What follows belongs to an exercise in optimizing a design on an open flow for small area, a short achievable clock period and few clock cycles; a production flow would make more cautious choices.
Power figures rest on the tool's default switching activity, not on a simulated workload.

==> flow/design.v <==
module core #(                              
	parameter ADDR_W = 32,
	parameter INST_W = 32,
	parameter DATA_W = 32
)(
	input                   i_clk,
	input                   i_rst_n,
	output [ ADDR_W-1 : 0 ] o_i_addr,
	input  [ INST_W-1 : 0 ] i_i_inst,
	output                  o_d_wen,
	output [ ADDR_W-1 : 0 ] o_d_addr,
	output [ DATA_W-1 : 0 ] o_d_wdata,
	input  [ DATA_W-1 : 0 ] i_d_rdata,
	output [        1 : 0 ] o_status,
	output                  o_status_valid
);
reg     [31:0]  pc;          
reg             f_v;         
reg             boot;        
reg     [31:0]  sk;          
reg             sk_v;
reg     [31:0]  ir;
reg     [31:0]  r_sa, r_sb;    
reg             r_v;
reg     [31:0]  rpn;         
reg             halt;        
wire    [3:0]   r_op = ir[29:26];
wire    [4:0]   r_rs = ir[25:21];
wire    [4:0]   r_rt = ir[20:16];
wire    [4:0]   r_rd = ir[15:11];
wire    [15:0]  r_im = ir[15:0];
wire    r_lw    = (r_op == 4'd1);
wire    r_sw    = (r_op == 4'd2);
wire    r_sub   = (r_op == 4'd4);
wire    r_addi  = (r_op == 4'd5);
wire    r_or    = (r_op == 4'd6);
wire    r_xor   = (r_op == 4'd7);
wire    r_beq   = (r_op == 4'd8);
wire    r_bne   = (r_op == 4'd9);
wire    r_eof   = (r_op == 4'd10);
wire    r_br    = r_beq | r_bne;
wire    r_use_s = ~r_eof;
wire    r_use_t = ~(r_lw | r_addi | r_eof);
wire    r_wr    = r_lw | (r_op == 4'd3) | r_sub | r_addi | r_or | r_xor;
wire    r_use_im= r_lw | r_sw | r_addi;
wire    r_itype = r_lw | r_sw | r_addi | r_br;
wire    [4:0]   r_dst = (r_lw | r_addi) ? r_rt : r_rd;
reg             e_v, e_wr, e_lw, e_sw, e_sub, e_or, e_xor, e_use_im, e_itype, e_eof, e_arith;
reg     [4:0]   e_dst;
reg     [31:0]  e_a, e_b;
reg     [15:0]  e_im;
reg             e_fa, e_fb;
reg             e_beq, e_bne;
reg     [31:0]  e_tgt;
reg     [31:0]  m_res;
reg     [31:0]  m_wdata;
reg             m_wen;
reg             m_v;
reg     [1:0]   m_status;
reg             m_wr, m_lw;
reg     [4:0]   m_dst;
reg     [31:0]  w_res;
reg             w_wr, w_lw;
reg     [4:0]   w_dst;
wire    [31:0]  rf_a, rf_b;
wire    [31:0]  w_val = w_lw ? i_d_rdata : w_res;
Register u_register (
    .i_clk  (i_clk),
    .i_rst_n(i_rst_n),
    .i_sa   (r_sa),
    .i_sb   (r_sb),
    .i_we   (w_wr),
    .i_wa   (w_dst),
    .i_wd   (w_val),
    .o_rda  (rf_a),
    .o_rdb  (rf_b)
);
wire    hit_ea = e_v & e_wr & (e_dst == r_rs);
wire    hit_eb = e_v & e_wr & (e_dst == r_rt);
wire    hit_ma = m_v & m_wr & (m_dst == r_rs);
wire    hit_mb = m_v & m_wr & (m_dst == r_rt);
wire    hit_wa = w_wr & (w_dst == r_rs);
wire    hit_wb = w_wr & (w_dst == r_rt);
wire    stall_a = r_use_s & (hit_ea ? e_lw : (hit_ma & m_lw));
wire    stall_b = r_use_t & (hit_eb ? e_lw : (hit_mb & m_lw));
wire    stall   = r_v & (stall_a | stall_b);
wire    [31:0]  r_a = hit_ma ? m_res : hit_wa ? w_val : rf_a;
wire    [31:0]  r_b = hit_mb ? m_res : hit_wb ? w_val : rf_b;
wire    [31:0]  r_tgt = rpn + {16'd0, r_im};
wire            redirect;                    
wire    issue   = ~(stall & (sk_v | f_v));
wire    r_go    = r_v & ~stall & ~halt & ~redirect;      
always @(posedge i_clk or negedge i_rst_n) begin
    if (~i_rst_n) begin
        pc   <= 32'd0;
        f_v  <= 1'b1;
        boot <= 1'b1;
        sk_v <= 1'b0;
        r_v  <= 1'b0;
        rpn  <= 32'd0;
        halt <= 1'b0;
    end
    else begin
        boot <= 1'b0;
        if (redirect) begin
            pc   <= e_tgt;
            rpn  <= e_tgt;
            f_v  <= 1'b0;
            sk_v <= 1'b0;
            r_v  <= 1'b0;
        end
        else begin
            if (issue) pc <= pc + 32'd4;
            f_v <= issue & ~boot;
            if (stall) begin
                if (~sk_v & f_v) sk_v <= 1'b1;
            end
            else begin
                sk_v <= 1'b0;
                r_v  <= sk_v | f_v;
            end
            if (~stall & (sk_v | f_v))
                rpn <= rpn + 32'd4;
        end
        if (r_go & r_eof) halt <= 1'b1;
    end
end
wire    [31:0]  nxt_inst = sk_v ? sk : i_i_inst;
always @(posedge i_clk) begin
    if (stall) begin
        if (~sk_v) sk <= i_i_inst;
    end
    else begin
        ir   <= nxt_inst;
        r_sa <= 32'd1 << nxt_inst[25:21];
        r_sb <= 32'd1 << nxt_inst[20:16];
    end
end
always @(posedge i_clk or negedge i_rst_n) begin
    if (~i_rst_n) begin
        e_v   <= 1'b0;
        e_wr  <= 1'b0;
        e_sw  <= 1'b0;
        e_beq <= 1'b0;
        e_bne <= 1'b0;
    end
    else begin
        e_v   <= r_go;
        e_wr  <= r_go & r_wr;
        e_sw  <= r_go & r_sw;
        e_beq <= r_go & r_beq;
        e_bne <= r_go & r_bne;
    end
end
always @(posedge i_clk) begin
    e_lw     <= r_lw;
    e_sub    <= r_sub;
    e_or     <= r_or;
    e_xor    <= r_xor;
    e_use_im <= r_use_im;
    e_itype  <= r_itype;
    e_eof    <= r_eof;
    e_arith  <= ~(r_or | r_xor | r_br | r_eof);
    e_dst    <= r_dst;
    e_a      <= r_a;
    e_b      <= r_b;
    e_im     <= r_im;
    e_tgt    <= r_tgt;
    e_fa     <= hit_ea;
    e_fb     <= hit_eb;
end
wire    [31:0]  x_a = e_fa ? m_res : e_a;
wire    [31:0]  x_b = e_fb ? m_res : e_b;
wire    [31:0]  x_res;
wire            x_ovf;
Alu u_alu (
    .i_a        (x_a),
    .i_b        (x_b),
    .i_im       (e_im),
    .i_use_im   (e_use_im),
    .i_sub      (e_sub),
    .i_or       (e_or),
    .i_xor      (e_xor),
    .o_result   (x_res),
    .o_overflow (x_ovf)
);
wire            x_eq = (x_a == x_b);
assign  redirect = (e_beq & x_eq) | (e_bne & ~x_eq);
wire    [1:0]   x_status = e_eof ? 2'd3 : (e_arith & x_ovf) ? 2'd2 : {1'b0, e_itype};
always @(posedge i_clk or negedge i_rst_n) begin
    if (~i_rst_n) begin
        m_v   <= 1'b0;
        m_wen <= 1'b0;
        m_wr  <= 1'b0;
        w_wr  <= 1'b0;
    end
    else begin
        m_v   <= e_v;
        m_wen <= e_sw;
        m_wr  <= e_wr;
        w_wr  <= m_wr;
    end
end
always @(posedge i_clk) begin
    m_res    <= x_res;
    m_wdata  <= x_b;
    m_status <= x_status;
    m_lw     <= e_lw;
    m_dst    <= e_dst;
    w_res    <= m_res;
    w_lw     <= m_lw;
    w_dst    <= m_dst;
end
assign  o_i_addr       = pc;
assign  o_d_wen        = m_wen;
assign  o_d_addr       = m_res;
assign  o_d_wdata      = m_wdata;
assign  o_status       = m_status;
assign  o_status_valid = m_v;
endmodule
module Register (
    input               i_clk,
    input               i_rst_n,
    input       [31:0]  i_sa,        
    input       [31:0]  i_sb,        
    input               i_we,
    input       [4:0]   i_wa,
    input       [31:0]  i_wd,
    output reg  [31:0]  o_rda,
    output reg  [31:0]  o_rdb
);
reg     [1023:0]    rf;
reg     [31:0]      vld;
wire    [31:0]      wsel = i_we ? (32'd1 << i_wa) : 32'd0;
always @(posedge i_clk or negedge i_rst_n) begin
    if (~i_rst_n) vld <= 32'd0;
    else          vld <= vld | wsel;
end
genvar k;
generate
    for (k = 0; k < 32; k = k + 1) begin : g_reg
        always @(posedge i_clk) begin
            if (wsel[k]) rf[32*k +: 32] <= i_wd;
        end
    end
endgenerate
integer j;
always @(*) begin
    o_rda = 32'd0;
    o_rdb = 32'd0;
    for (j = 0; j < 32; j = j + 1) begin
        o_rda = o_rda | ({32{i_sa[j]}} & rf[32*j +: 32]);
        o_rdb = o_rdb | ({32{i_sb[j]}} & rf[32*j +: 32]);
    end
    o_rda = o_rda & {32{|(i_sa & vld)}};
    o_rdb = o_rdb & {32{|(i_sb & vld)}};
end
endmodule
module Alu (
    input       [31:0]  i_a,
    input       [31:0]  i_b,
    input       [15:0]  i_im,
    input               i_use_im,    
    input               i_sub,       
    input               i_or,
    input               i_xor,
    output      [31:0]  o_result,
    output              o_overflow
);
wire    [31:0]  y   = (i_use_im ? {{16{i_im[15]}}, i_im} : i_b) ^ {32{i_sub}};
wire    [31:0]  sum = i_a + y + {31'd0, i_sub};
assign o_overflow = (i_a[31] == y[31]) & (sum[31] != i_a[31]);
assign o_result   = i_or  ? (i_a | i_b) :
                    i_xor ? (i_a ^ i_b) : sum;
endmodule
Settings: LEC_CHECK=0, CAP_MARGIN=20, CORE_MARGIN=2, CORE_UTILIZATION=40, PLACE_DENSITY=0.55, SETUP_SLACK_MARGIN=5, SLEW_MARGIN=20; clock period 12.0 ns.
standard.sh (not shown) runs the stock make flow with config.mk's settings and CLKGATE_MAP_FILE= SYNTH_SCRIPT=/design/flow/synth_recipe.tcl, a recipe that flattens the netlist after the stock synthesis.
==> flow/flow/run.sh <==
#!/bin/bash
# Standard ORFS flow; timing repair aims for extra setup slack so that the
# achieved period (clock period less slack) is as short as possible.
bash standard.sh SETUP_SLACK_MARGIN=7 finish > standard.log 2>&1
Change:
--- a/flow/flow/run.sh
+++ b/flow/flow/run.sh
@@ -4 +4 @@
-bash standard.sh SETUP_SLACK_MARGIN=7 finish > standard.log 2>&1
+bash standard.sh SETUP_SLACK_MARGIN=8 finish > standard.log 2>&1
Power stays flat.
Maximum frequency rose by 23%.
Wire length rose by 0.53%.
No functional check of the RTL was part of any run of this note.

==> what the ideal ports hide <==
No port has a modelled driver above. Below, the same layouts with a new extraction and two added sets of constraints. Step 1 assumes that a clkbuf_16 drives the clock port and a buf_2 every other input. Step 2 moves the port delays by t, midway between the first and last clock arrival at a register: inputs arrive t later, outputs are due t later. That takes back most of the time a late clock gives input paths. a / b / c = no drivers / after step 1 / after step 2; a / b = the first two.
run	t (ns)	slack for setup (ns)	clock arrival spread, ns
the first run	0.870	7.153 / 7.153 / 7.153	0.041 / 0.042
the second run	0.894	8.047 / 7.969 / 7.700	0.048 / 0.048
After both steps every run listed still meets setup and hold. The setup slack of the second run, which loses most, moves by -0.078 ns with the drivers and by -0.347 ns with both steps.
